Background: an optimization exercise with open tools, aiming at small area. Do not read the settings as production practice. Function was checked by simulation only, so behaviour that the tests miss may differ from the original.

==> inputs of v30 <==
==> flow/design.v <==
module CIC (
    input             clk,
    input             proc,     
    input             stst,     
    input             src,      
    input      [8:0]  rd,       
    input             mask,     
    output     [11:0] y         
);
  reg [35:0] W0, W1, W2, W3;
  reg        cy;
  wire [8:0] ad = src ? rd : W0[8:0];
  wire [8:0] bd = mask ? 9'd0 : W1[8:0];
  wire [8:0] diff;
  wire       co;
  rca #(9) sub (.a(ad), .b(~bd), .ci(stst | cy), .s(diff), .co(co));
  always @(posedge clk) begin
    W0 <= {proc ? diff     : W0[8:0], W0[35:9]};
    W1 <= {proc ? W2[8:0]  : W1[8:0], W1[35:9]};
    W2 <= {proc ? W3[8:0]  : W2[8:0], W2[35:9]};
    W3 <= {proc ? ad       : W3[8:0], W3[35:9]};
    cy <= co;
  end
  assign y = W0[35:24];
endmodule
module rca #(parameter W = 12) (
    input  [W-1:0] a,
    input  [W-1:0] b,
    input          ci,
    output [W-1:0] s,
    output         co
);
  wire [W:0] c;
  assign c[0] = ci;
  genvar i;
  generate
    for (i = 0; i < W; i = i + 1) begin : bit_
      assign s[i]   = a[i] ^ b[i] ^ c[i];
      assign c[i+1] = (a[i] & b[i]) | (c[i] & (a[i] ^ b[i]));
    end
  endgenerate
  assign co = c[W];
endmodule
module csa_digit #(parameter W = 12) (
    input  [W-1:0] p,
    input  [W-1:0] q,
    input  [W-1:0] r,
    input          ki,
    input          ci,
    output [W-1:0] s,
    output         ko,
    output         co
);
  wire [W-1:0] x = p ^ q ^ r;
  wire [W-1:0] k = (p & q) | (p & r) | (q & r);
  rca #(W) add (.a(x), .b({k[W-2:0], ki}), .ci(ci), .s(s), .co(co));
  assign ko = k[W-1];
endmodule
module fm_rx (
	input clk,
	input rst,
	input [9:0] adc_data,
	output [11:0] audio,
	output reg audio_valid
);
reg [6:0] cnt;        
reg       started;    
reg [2:0] pc;         
reg       rst_d, rst_dd;
wire first = ~started;
wire c99 = (cnt == 7'd99);
always @(posedge clk) begin
	if (rst) begin
		cnt <= 7'd0;
		started <= 1'b0;
		pc <= 3'd0;
		rst_d <= 1'b1;
		rst_dd <= 1'b1;
	end else begin
		cnt <= c99 ? 7'd0 : cnt + 7'd1;
		started <= started | c99;
		if (c99 && pc != 3'd6) pc <= pc + 3'd1;
		rst_d <= 1'b0;
		rst_dd <= rst_d;
	end
end
wire clr = rst | rst_d | rst_dd;
reg [10:0] a1;
reg [11:0] a2;
reg [9:0]  a3;
wire g0 = first && (cnt == 7'd3);
wire g1 = first && (cnt == 7'd4);
wire g2 = first && (cnt == 7'd5);
wire [11:0] a2_g = {a1, 1'b0} - a2;
wire [11:0] a3_g = a2 - {2'b0, a3};
always @(posedge clk) begin
	if (rst) begin
		a1 <= 11'd0;
		a2 <= 12'd0;
		a3 <= 10'd0;
	end else begin
		a1 <= (first && cnt[6:1] == 6'd0) ? 11'd0 : ({1'b0, adc_data} + (g0 ? a1 : 11'd0));
		a2 <= g1 ? a2_g : {1'b0, a1};
		a3 <= g2 ? a3_g[10:1] : a2[9:0];
	end
end
wire [1:0] p1 = cnt[1:0];
wire [1:0] p2 = cnt[1:0] - 2'd1;
wire [1:0] p3 = cnt[1:0] - 2'd2;
wire m1 = g0;         
wire m2 = g1;         
wire        neg1 = p1[1] & ~m1;
wire [11:0] op1  = m1 ? 12'd0 : ({1'b0, a1} ^ {12{neg1}});
wire        f2   = ~p2[0] & ~g2;                  
wire [12:0] v2   = f2 ? {a2, 1'b0} : {1'b0, a2};
wire        neg2 = ~p2[1] & ~m2;
wire [13:0] op2  = m2 ? 14'd0 : ({1'b0, v2} ^ {14{neg2}});
wire        isl3 = ~p3[0];
wire        neg3 = p3[1] & isl3;
wire [11:0] op3  = isl3 ? ({2'b0, a3} ^ {12{neg3}}) : 12'd0;
reg [32:0] X1, Y1;
reg [33:0] X2, Y2;
reg [35:0] X3, Y3, X4, Y4;
reg [2:0] c1r, c4r;               
reg [2:0] c2r, k2r, c3r, k3r;     
reg [5:0] s1r;  reg s1b, s1c;     
reg [6:0] s2r;  reg s2b, s2c;
reg [2:0] s3r;  reg s3b, s3c;
wire z0 = clr || (cnt == 7'd98) || c99;
wire z1 = clr || c99 || (cnt == 7'd0);
wire z2 = clr || (cnt == 7'd0) || (cnt == 7'd1);
wire z3 = clr || (cnt == 7'd1) || (cnt == 7'd2);
wire [5:0] n1d0; wire [8:0] n1d1, n1d2, n1d3; wire [3:0] n1c;
rca #(6) s1a (.a(Y1[5:0]),   .b(op1[5:0]),               .ci(neg1),   .s(n1d0), .co(n1c[0]));
rca #(9) s1b_(.a(X1[14:6]),  .b({{3{s1r[5]}}, s1r}),     .ci(c1r[0]), .s(n1d1), .co(n1c[1]));
rca #(9) s1c_(.a(Y1[23:15]), .b({9{s1b}}),               .ci(c1r[1]), .s(n1d2), .co(n1c[2]));
rca #(9) s1d (.a(X1[32:24]), .b({9{s1c}}),               .ci(c1r[2]), .s(n1d3), .co(n1c[3]));
wire [6:0] n2d0; wire [8:0] n2d1, n2d2, n2d3; wire [3:0] n2c, n2k;
csa_digit #(7) s2a (.p(Y2[6:0]),   .q({X1[5:0], 1'b0}), .r(op2[6:0]),            .ki(neg2),   .ci(1'b0),   .s(n2d0), .ko(n2k[0]), .co(n2c[0]));
csa_digit #(9) s2b_(.p(X2[15:7]),  .q(Y1[14:6]),        .r({{2{s2r[6]}}, s2r}),  .ki(k2r[0]), .ci(c2r[0]), .s(n2d1), .ko(n2k[1]), .co(n2c[1]));
csa_digit #(9) s2c_(.p(Y2[24:16]), .q(X1[23:15]),       .r({9{s2b}}),            .ki(k2r[1]), .ci(c2r[1]), .s(n2d2), .ko(n2k[2]), .co(n2c[2]));
csa_digit #(9) s2d (.p(X2[33:25]), .q(Y1[32:24]),       .r({9{s2c}}),            .ki(k2r[2]), .ci(c2r[2]), .s(n2d3), .ko(n2k[3]), .co(n2c[3]));
wire [8:0] n3d0, n3d1, n3d2, n3d3; wire [3:0] n3c, n3k;
csa_digit #(9) s3a (.p(Y3[8:0]),   .q({X2[6:0], 2'b00}), .r(op3[8:0]),           .ki(neg3),   .ci(1'b0),   .s(n3d0), .ko(n3k[0]), .co(n3c[0]));
csa_digit #(9) s3b_(.p(X3[17:9]),  .q(Y2[15:7]),         .r({{6{s3r[2]}}, s3r}), .ki(k3r[0]), .ci(c3r[0]), .s(n3d1), .ko(n3k[1]), .co(n3c[1]));
csa_digit #(9) s3c_(.p(Y3[26:18]), .q(X2[24:16]),        .r({9{s3b}}),           .ki(k3r[1]), .ci(c3r[1]), .s(n3d2), .ko(n3k[2]), .co(n3c[2]));
csa_digit #(9) s3d (.p(X3[35:27]), .q(Y2[33:25]),        .r({9{s3c}}),           .ki(k3r[2]), .ci(c3r[2]), .s(n3d3), .ko(n3k[3]), .co(n3c[3]));
wire [8:0] n4d0, n4d1, n4d2, n4d3; wire [3:0] n4c;
rca #(9) s4a (.a(z0 ? 9'd0 : Y4[8:0]),   .b(X3[8:0]),   .ci(1'b0),   .s(n4d0), .co(n4c[0]));
rca #(9) s4b (.a(z1 ? 9'd0 : X4[17:9]),  .b(Y3[17:9]),  .ci(c4r[0]), .s(n4d1), .co(n4c[1]));
rca #(9) s4c (.a(z2 ? 9'd0 : Y4[26:18]), .b(X3[26:18]), .ci(c4r[1]), .s(n4d2), .co(n4c[2]));
rca #(9) s4d (.a(z3 ? 9'd0 : X4[35:27]), .b(Y3[35:27]), .ci(c4r[2]), .s(n4d3), .co(n4c[3]));
always @(posedge clk) begin
	if (clr) begin
		X1[5:0] <= 6'd0;  Y1[14:6] <= 9'd0;  X1[23:15] <= 9'd0;  Y1[32:24] <= 9'd0;
		X2[6:0] <= 7'd0;  Y2[15:7] <= 9'd0;  X2[24:16] <= 9'd0;  Y2[33:25] <= 9'd0;
		X3[8:0] <= 9'd0;  Y3[17:9] <= 9'd0;  X3[26:18] <= 9'd0;  Y3[35:27] <= 9'd0;
		c1r <= 3'd0; c2r <= 3'd0; k2r <= 3'd0; c3r <= 3'd0; k3r <= 3'd0; c4r <= 3'd0;
		s1r <= 6'd0; s1b <= 1'b0; s1c <= 1'b0;
		s2r <= 7'd0; s2b <= 1'b0; s2c <= 1'b0;
		s3r <= 3'd0; s3b <= 1'b0; s3c <= 1'b0;
	end else begin
		X1[5:0] <= n1d0;  Y1[14:6] <= n1d1;  X1[23:15] <= n1d2;  Y1[32:24] <= n1d3;
		X2[6:0] <= n2d0;  Y2[15:7] <= n2d1;  X2[24:16] <= n2d2;  Y2[33:25] <= n2d3;
		X3[8:0] <= n3d0;  Y3[17:9] <= n3d1;  X3[26:18] <= n3d2;  Y3[35:27] <= n3d3;
		c1r <= n1c[2:0];
		c2r <= n2c[2:0];  k2r <= n2k[2:0];
		c3r <= n3c[2:0];  k3r <= n3k[2:0];
		c4r <= n4c[2:0];
		s1r <= op1[11:6];  s1b <= s1r[5];  s1c <= s1b;
		s2r <= op2[13:7];  s2b <= s2r[6];  s2c <= s2b;
		s3r <= op3[11:9];  s3b <= s3r[2];  s3c <= s3b;
	end
	X4[8:0] <= n4d0;  Y4[17:9] <= n4d1;  X4[26:18] <= n4d2;  Y4[35:27] <= n4d3;
	Y1[5:0] <= X1[5:0];  X1[14:6] <= Y1[14:6];  Y1[23:15] <= X1[23:15];  X1[32:24] <= Y1[32:24];
	Y2[6:0] <= X2[6:0];  X2[15:7] <= Y2[15:7];  Y2[24:16] <= X2[24:16];  X2[33:25] <= Y2[33:25];
	Y3[8:0] <= X3[8:0];  X3[17:9] <= Y3[17:9];  Y3[26:18] <= X3[26:18];  X3[35:27] <= Y3[35:27];
	Y4[8:0] <= X4[8:0];  X4[17:9] <= Y4[17:9];  Y4[26:18] <= X4[26:18];  X4[35:27] <= Y4[35:27];
end
wire proc = (cnt >= 7'd98) || (cnt <= 7'd9);
wire stst = (cnt == 7'd98) || (cnt == 7'd2) || (cnt == 7'd6);
wire src  = (cnt >= 7'd98) || (cnt <= 7'd1);
wire [1:0] dsel = cnt[1:0];    
wire [8:0] rdI = (dsel == 2'd2) ? X4[8:0] : (dsel == 2'd3) ? Y4[17:9] : (dsel == 2'd0) ? X4[26:18] : Y4[35:27];
wire [8:0] rdQ = (dsel == 2'd2) ? Y4[8:0] : (dsel == 2'd3) ? X4[17:9] : (dsel == 2'd0) ? Y4[26:18] : X4[35:27];
wire cmask = (pc == 3'd0) || (pc == 3'd1 && cnt < 7'd50);
wire [11:0] Id, Qd;
CIC comb_I (.clk(clk), .proc(proc), .stst(stst), .src(src), .rd(rdI), .mask(cmask), .y(Id));
CIC comb_Q (.clk(clk), .proc(proc), .stst(stst), .src(src), .rd(rdQ), .mask(cmask), .y(Qd));
reg signed [11:0] Ip, Qp;
reg signed [14:0] R;
reg e10, e11;
wire mstep = (cnt[1:0] == 2'd2) && (cnt >= 7'd10) && (cnt <= 7'd54);
wire last = (cnt == 7'd54);
wire signed [12:0] ppa = (Ip[0] ? {Qd[11], Qd} : 13'sd0) - (Qp[0] ? {Id[11], Id} : 13'sd0);
wire signed [14:0] pp = last ? -{{2{ppa[12]}}, ppa} : {{2{ppa[12]}}, ppa};
wire signed [14:0] rsum = ((cnt == 7'd10) ? 15'sd0 : R) + pp;
always @(posedge clk) begin
	if (mstep) begin
		R <= rsum >>> 1;
		if (cnt == 7'd50) e10 <= rsum[0];
		if (last) e11 <= rsum[0];
	end
end
always @(posedge clk) begin
	if (rst) begin
		Ip <= 12'sd0;
		Qp <= 12'sd0;
	end else if (mstep) begin
		Ip <= {Ip[0], Ip[11:1]};
		Qp <= {Qp[0], Qp[11:1]};
	end else if (started && cnt == 7'd58) begin
		Ip <= Id;
		Qp <= Qd;
	end
end
reg [11:0] F0, F1, F2, F3, F4, F5;
always @(posedge clk) begin
	if (cnt == 7'd1) begin
		F0 <= {R[9:0], e11, e10};
		F1 <= F0; F2 <= F1; F3 <= F2; F4 <= F3; F5 <= F4;
	end
end
always @(posedge clk) begin
	if (rst)
		audio_valid <= 1'b0;
	else
		audio_valid <= started && (cnt == 7'd1);
end
assign audio = (pc == 3'd6) ? F5 : 12'd0;
endmodule
==> flow/run.sh <==
#!/bin/bash
# synth_recipe.tcl (not shown) runs the flow's synth.tcl, then flattens the netlist and writes it again
# the make line also repeats each setting of config.mk as NAME=value (left out here)
make -C /OpenROAD-flow-scripts/flow DESIGN_CONFIG=/design/flow/config.mk WORK_HOME=/design/flow/orfs CLKGATE_MAP_FILE= SYNTH_SCRIPT=/design/flow/synth_recipe.tcl finish
==> flow/config.mk <==
export PLATFORM = sky130hd
export DESIGN_NAME = fm_rx
export DESIGN_NICKNAME = fm_rx
export VERILOG_FILES = /design/flow/design.v
export SDC_FILE = /design/flow/constraint.sdc
export NUM_CORES = 4
export LEC_CHECK = 0
export CAP_MARGIN = 20
export CORE_MARGIN = 2
export CORE_UTILIZATION = 40
export CTS_BUF_LIST = sky130_fd_sc_hd__clkbuf_4
export SLEW_MARGIN = 20
export SYNTH_MEMORY_MAX_BITS = 16384
==> flow/constraint.sdc <==
create_clock -name core_clock -period 7.0 [get_ports {clk}]
set_input_delay 1.4000 -clock core_clock [delete_from_list [all_inputs] [get_ports {clk}]]
set_output_delay 1.4000 -clock core_clock [all_outputs]
set_load 0.01 [all_outputs]
==> v22: changes against v30 <==
==> flow/design.v, changed modules only <==
module fm_rx (
	input clk,
	input rst,
	input [9:0] adc_data,
	output [11:0] audio,
	output reg audio_valid
);
reg [6:0] cnt;        
reg [1:0] pc;         
wire started = (pc != 2'd0);    
wire first = ~started;
wire c99 = (cnt == 7'd99);
always @(posedge clk) begin
	if (rst) begin
		cnt <= 7'd0;
		pc <= 2'd0;
	end else begin
		cnt <= c99 ? 7'd0 : cnt + 7'd1;
		if (c99 && !pc[1]) pc <= pc + 2'd1;
	end
end
wire clr = rst | (first && cnt < 7'd2);    
reg [9:0] a1, a2, a3;
reg [2:0] gsp;
wire g1 = first && (cnt == 7'd4);
wire g2 = first && (cnt == 7'd5);
wire g3 = first && (cnt == 7'd6);
wire g4 = first && (cnt == 7'd7);
wire g5 = first && (cnt == 7'd8);
always @(posedge clk) begin
	a1 <= (rst || (first && cnt[6:1] == 6'd0)) ? 10'd0 : adc_data;
	a2 <= a1;
	a3 <= a2;
	gsp <= a3[9:7];
end
wire [1:0] p1 = cnt[1:0];
wire [1:0] p2 = cnt[1:0] - 2'd1;
wire [1:0] p3 = cnt[1:0] - 2'd2;
wire m1 = first && (cnt == 7'd3);    
wire m2 = g1;                        
wire        neg1 = p1[1] & ~m1;
wire [11:0] op1  = m1 ? 12'd0 : ({2'b0, a1} ^ {12{neg1}});
wire        f2   = ~p2[0];                        
wire [12:0] v2   = f2 ? {2'b0, a2, 1'b0} : {3'b0, a2};
wire        neg2 = ~p2[1] & ~m2;
wire [13:0] op2  = m2 ? 14'd0 : ({1'b0, v2} ^ {14{neg2}});
wire        isl3 = ~p3[0];
wire        neg3 = p3[1] & isl3;
wire [11:0] op3  = isl3 ? ({2'b0, a3} ^ {12{neg3}}) : 12'd0;
reg [32:0] X1, Y1;
reg [33:0] X2, Y2;
reg [35:0] X3, Y3, X4, Y4;
reg [2:0] c1r, c4r;               
reg [2:0] c2r, k2r, c3r, k3r;     
reg [5:0] s1r;  reg s1b, s1c;     
reg [6:0] s2r;  reg s2b, s2c;
reg [2:0] s3r;  reg s3b, s3c;
wire z0 = clr || (cnt == 7'd98) || c99;
wire z1 = clr || c99 || (cnt == 7'd0);
wire z2 = clr || (cnt == 7'd0) || (cnt == 7'd1);
wire z3 = clr || (cnt == 7'd1) || (cnt == 7'd2);
wire [5:0] n1d0; wire [8:0] n1d1, n1d2, n1d3; wire [3:0] n1c;
rca #(6) s1a (.a(g1 ? a2[5:0] : Y1[5:0]),   .b(op1[5:0]),               .ci(neg1),   .s(n1d0), .co(n1c[0]));
rca #(9) s1b_(.a(g2 ? {5'd0, a3[9:6]} : X1[14:6]), .b({{3{s1r[5]}}, s1r}),     .ci(c1r[0]), .s(n1d1), .co(n1c[1]));
rca #(9) s1c_(.a(Y1[23:15]), .b({9{s1b}}),               .ci(c1r[1]), .s(n1d2), .co(n1c[2]));
rca #(9) s1d (.a(X1[32:24]), .b({9{s1c}}),               .ci(c1r[2]), .s(n1d3), .co(n1c[3]));
wire [6:0] n2d0; wire [8:0] n2d1, n2d2, n2d3; wire [3:0] n2c, n2k;
csa_digit #(7) s2a (.p(g2 ? ~a3[6:0] : Y2[6:0]),   .q({X1[5:0], 1'b0}), .r(op2[6:0]),            .ki(neg2),   .ci(g2),     .s(n2d0), .ko(n2k[0]), .co(n2c[0]));
csa_digit #(9) s2b_(.p(g3 ? {6'h3f, ~gsp} : X2[15:7]), .q(Y1[14:6]),        .r({{2{s2r[6]}}, s2r}),  .ki(k2r[0]), .ci(c2r[0]), .s(n2d1), .ko(n2k[1]), .co(n2c[1]));
csa_digit #(9) s2c_(.p(Y2[24:16] | {9{g4}}), .q(X1[23:15]),       .r({9{s2b}}),            .ki(k2r[1]), .ci(c2r[1]), .s(n2d2), .ko(n2k[2]), .co(n2c[2]));
csa_digit #(9) s2d (.p(X2[33:25] | {9{g5}}), .q(Y1[32:24]),       .r({9{s2c}}),            .ki(k2r[2]), .ci(c2r[2]), .s(n2d3), .ko(n2k[3]), .co(n2c[3]));
wire [8:0] n3d0, n3d1, n3d2, n3d3; wire [3:0] n3c, n3k;
csa_digit #(9) s3a (.p(Y3[8:0]),   .q({X2[6:0], 2'b00}), .r(op3[8:0]),           .ki(neg3),   .ci(1'b0),   .s(n3d0), .ko(n3k[0]), .co(n3c[0]));
csa_digit #(9) s3b_(.p(X3[17:9]),  .q(Y2[15:7]),         .r({{6{s3r[2]}}, s3r}), .ki(k3r[0]), .ci(c3r[0]), .s(n3d1), .ko(n3k[1]), .co(n3c[1]));
csa_digit #(9) s3c_(.p(Y3[26:18]), .q(X2[24:16]),        .r({9{s3b}}),           .ki(k3r[1]), .ci(c3r[1]), .s(n3d2), .ko(n3k[2]), .co(n3c[2]));
csa_digit #(9) s3d (.p(X3[35:27]), .q(Y2[33:25]),        .r({9{s3c}}),           .ki(k3r[2]), .ci(c3r[2]), .s(n3d3), .ko(n3k[3]), .co(n3c[3]));
wire [8:0] n4d0, n4d1, n4d2, n4d3; wire [3:0] n4c;
rca #(9) s4a (.a(z0 ? 9'd0 : Y4[8:0]),   .b(X3[8:0]),   .ci(1'b0),   .s(n4d0), .co(n4c[0]));
rca #(9) s4b (.a(z1 ? 9'd0 : X4[17:9]),  .b(Y3[17:9]),  .ci(c4r[0]), .s(n4d1), .co(n4c[1]));
rca #(9) s4c (.a(z2 ? 9'd0 : Y4[26:18]), .b(X3[26:18]), .ci(c4r[1]), .s(n4d2), .co(n4c[2]));
rca #(9) s4d (.a(z3 ? 9'd0 : X4[35:27]), .b(Y3[35:27]), .ci(c4r[2]), .s(n4d3), .co(n4c[3]));
always @(posedge clk) begin
	if (clr) begin
		X1[5:0] <= 6'd0;  Y1[14:6] <= 9'd0;  X1[23:15] <= 9'd0;  Y1[32:24] <= 9'd0;
		X2[6:0] <= 7'd0;  Y2[15:7] <= 9'd0;  X2[24:16] <= 9'd0;  Y2[33:25] <= 9'd0;
		X3[8:0] <= 9'd0;  Y3[17:9] <= 9'd0;  X3[26:18] <= 9'd0;  Y3[35:27] <= 9'd0;
		c1r <= 3'd0; c2r <= 3'd0; k2r <= 3'd0; c3r <= 3'd0; k3r <= 3'd0; c4r <= 3'd0;
		s1r <= 6'd0; s1b <= 1'b0; s1c <= 1'b0;
		s2r <= 7'd0; s2b <= 1'b0; s2c <= 1'b0;
		s3r <= 3'd0; s3b <= 1'b0; s3c <= 1'b0;
	end else begin
		X1[5:0] <= n1d0;  Y1[14:6] <= n1d1;  X1[23:15] <= n1d2;  Y1[32:24] <= n1d3;
		X2[6:0] <= n2d0;  Y2[15:7] <= n2d1;  X2[24:16] <= n2d2;  Y2[33:25] <= n2d3;
		X3[8:0] <= n3d0;  Y3[17:9] <= n3d1;  X3[26:18] <= n3d2;  Y3[35:27] <= n3d3;
		c1r <= n1c[2:0];
		c2r <= n2c[2:0];  k2r <= n2k[2:0];
		c3r <= n3c[2:0];  k3r <= n3k[2:0];
		c4r <= n4c[2:0];
		s1r <= op1[11:6];  s1b <= s1r[5];  s1c <= s1b;
		s2r <= op2[13:7];  s2b <= s2r[6];  s2c <= s2b;
		s3r <= op3[11:9];  s3b <= s3r[2];  s3c <= s3b;
	end
	X4[8:0] <= n4d0;  Y4[17:9] <= n4d1;  X4[26:18] <= n4d2;  Y4[35:27] <= n4d3;
	Y1[5:0] <= X1[5:0];  X1[14:6] <= Y1[14:6];  Y1[23:15] <= X1[23:15];  X1[32:24] <= Y1[32:24];
	Y2[6:0] <= X2[6:0];  X2[15:7] <= Y2[15:7];  Y2[24:16] <= X2[24:16];  X2[33:25] <= Y2[33:25];
	Y3[8:0] <= X3[8:0];  X3[17:9] <= Y3[17:9];  Y3[26:18] <= X3[26:18];  X3[35:27] <= Y3[35:27];
	Y4[8:0] <= X4[8:0];  X4[17:9] <= Y4[17:9];  Y4[26:18] <= X4[26:18];  X4[35:27] <= Y4[35:27];
end
wire proc = (cnt >= 7'd98) || (cnt <= 7'd9);
wire stst = (cnt == 7'd98) || (cnt == 7'd2) || (cnt == 7'd6);
wire src  = (cnt >= 7'd98) || (cnt <= 7'd1);
wire [1:0] dsel = cnt[1:0];    
wire [8:0] rdI = (dsel == 2'd2) ? X4[8:0] : (dsel == 2'd3) ? Y4[17:9] : (dsel == 2'd0) ? X4[26:18] : Y4[35:27];
wire [8:0] rdQ = (dsel == 2'd2) ? Y4[8:0] : (dsel == 2'd3) ? X4[17:9] : (dsel == 2'd0) ? Y4[26:18] : X4[35:27];
wire cmask = (pc == 2'd0) || (pc == 2'd1 && cnt < 7'd50);
wire [11:0] Id, Qd;
CIC comb_I (.clk(clk), .proc(proc), .stst(stst), .src(src), .rd(rdI), .mask(cmask), .y(Id));
CIC comb_Q (.clk(clk), .proc(proc), .stst(stst), .src(src), .rd(rdQ), .mask(cmask), .y(Qd));
reg signed [11:0] Ip, Qp;
reg [14:0] R;
reg e10, e11;
wire mstep = (cnt[1:0] == 2'd2) && (cnt >= 7'd10) && (cnt <= 7'd54);
wire last = (cnt == 7'd54);
wire pm = ~pc[1];
wire [14:0] u = {{3{Qd[11]}}, Qd} & {15{Ip[0] & ~pm}};
wire [14:0] v = {{3{Id[11]}}, Id} & {15{Qp[0] & ~pm}};
wire [14:0] rsum = ((cnt == 7'd10) ? 15'd0 : R) + (u ^ {15{last}}) + (v ^ {15{~last}}) + 15'd1;
always @(posedge clk) begin
	if (mstep) begin
		R <= {rsum[14], rsum[14:1]};
		if (cnt == 7'd50) e10 <= rsum[0];
		if (last) e11 <= rsum[0];
	end
end
always @(posedge clk) begin
	if (mstep) begin
		Ip <= {Ip[0], Ip[11:1]};
		Qp <= {Qp[0], Qp[11:1]};
	end else if (cnt == 7'd58) begin
		Ip <= Id;
		Qp <= Qd;
	end
end
reg [11:0] F0, F1, F2, F3, F4, F5;
wire [11:0] Xn = {R[9:0], e11, e10};
wire fsh = (cnt >= 7'd98) || (cnt <= 7'd1) || first;
wire [2:0] xd = first ? 3'd0 : (dsel == 2'd2) ? Xn[2:0] : (dsel == 2'd3) ? Xn[5:3] : (dsel == 2'd0) ? Xn[8:6] : Xn[11:9];
always @(posedge clk) begin
	F0 <= {fsh ? xd      : F0[2:0], F0[11:3]};
	F1 <= {fsh ? F0[2:0] : F1[2:0], F1[11:3]};
	F2 <= {fsh ? F1[2:0] : F2[2:0], F2[11:3]};
	F3 <= {fsh ? F2[2:0] : F3[2:0], F3[11:3]};
	F4 <= {fsh ? F3[2:0] : F4[2:0], F4[11:3]};
	F5 <= {fsh ? F4[2:0] : F5[2:0], F5[11:3]};
end
always @(posedge clk) begin
	if (rst)
		audio_valid <= 1'b0;
	else
		audio_valid <= started && (cnt == 7'd1);
end
assign audio = F5;
endmodule
- CTS_BUF_LIST: sky130_fd_sc_hd__clkbuf_4 -> sky130_fd_sc_hd__clkbuf_16
- CTS_CLUSTER_DIAMETER: not set -> 130
- CTS_CLUSTER_SIZE: not set -> 28
==> flow_summary.toml <==
[worst_setup_path]
crit_path_cell_trace = "inv_1 -> nor3_1 -> nor3b_1 -> a21oi_1 -> nor2_1 -> nor2_1 -> fa_1 -> fa_1 -> fa_1 -> fa_1 -> fa_1 -> inv_1 -> fa_1 -> inv_1 -> fa_1 -> fa_1 -> inv_1 -> fa_1 -> nand2_1 -> nand2_1"
cp.depth = 20
cp-startpoint = "cnt[1]"
cp_slowest_cell = "dfxtp_1"

[pwr]
p_clk_frac = 0.406
pg_comb_uw = 467
seq_power_uw = 5010
peakVddDrop_v = 0.000134
p_comb_frac = 0.051

[clocking]
ctsHtreeMaxLevel = 4
cts_made_buffers = 188
root_buffer = "clkbuf_4"

[global_route]
met2_usage = 0.252

[timing]
skew_ns = 0.0554
min_period_ns = 6.09

[synth]
synth-seq-cells = 766
yosys.area_share.simple = 0.126

[outcome]
status = "finished clean"

[route]
m1WireLength_um = 25800
Source of the figures above: v30

==> flow_summary.toml <==
[outcome]
status = "finished clean"

[worst_setup_path]
cp.depth = 18
cp-startpoint = "cnt[5]"
crit_path_cell_trace = "or3_1 -> nor2_1 -> and3_1 -> nor2_1 -> fa_1 -> inv_1 -> fa_1 -> fa_1 -> fa_1 -> fa_1 -> fa_1 -> fa_1 -> fa_1 -> fa_1 -> xor2_1 -> xnor2_1 -> or3_1 -> a21oi_1"

[pwr]
seq_power_uw = 4550
p_comb_frac = 0.057
pg_comb_uw = 403

[clocking]
cts_made_buffers = 31
root_buffer = "clkbuf_16"

[synth]
synth-seq-cells = 759
Source of the figures above: v22

[re-timing with driven ports]
The results above use ideal ports. As a check the final layouts listed here were re-extracted and re-timed, cells and wires unchanged. Step 1: set_driving_cell puts a clkbuf_16 on clk and a buf_2 on each other input, an assumption about the parent block. Step 2 moves the port delays by t, midway between the first and last clock arrival at a register: inputs arrive t later, outputs are due t later. That takes back most of the time a late clock gives input paths. Three values: no drivers, after step 1, after step 2; two values: the first two.
run | shift t [ns] | setup WS [ns] | hold slack, ns | worst setup path after step 2
v30 | 1.021 | 0.912 / 0.912 / 0.912 | 0.291 / 0.291 / 0.291 | register to register
v22 | 0.679 | 0.722 / 0.722 / 0.722 | 0.325 / 0.325 / 0.325 | register to register
After both steps every run listed still meets setup and hold.
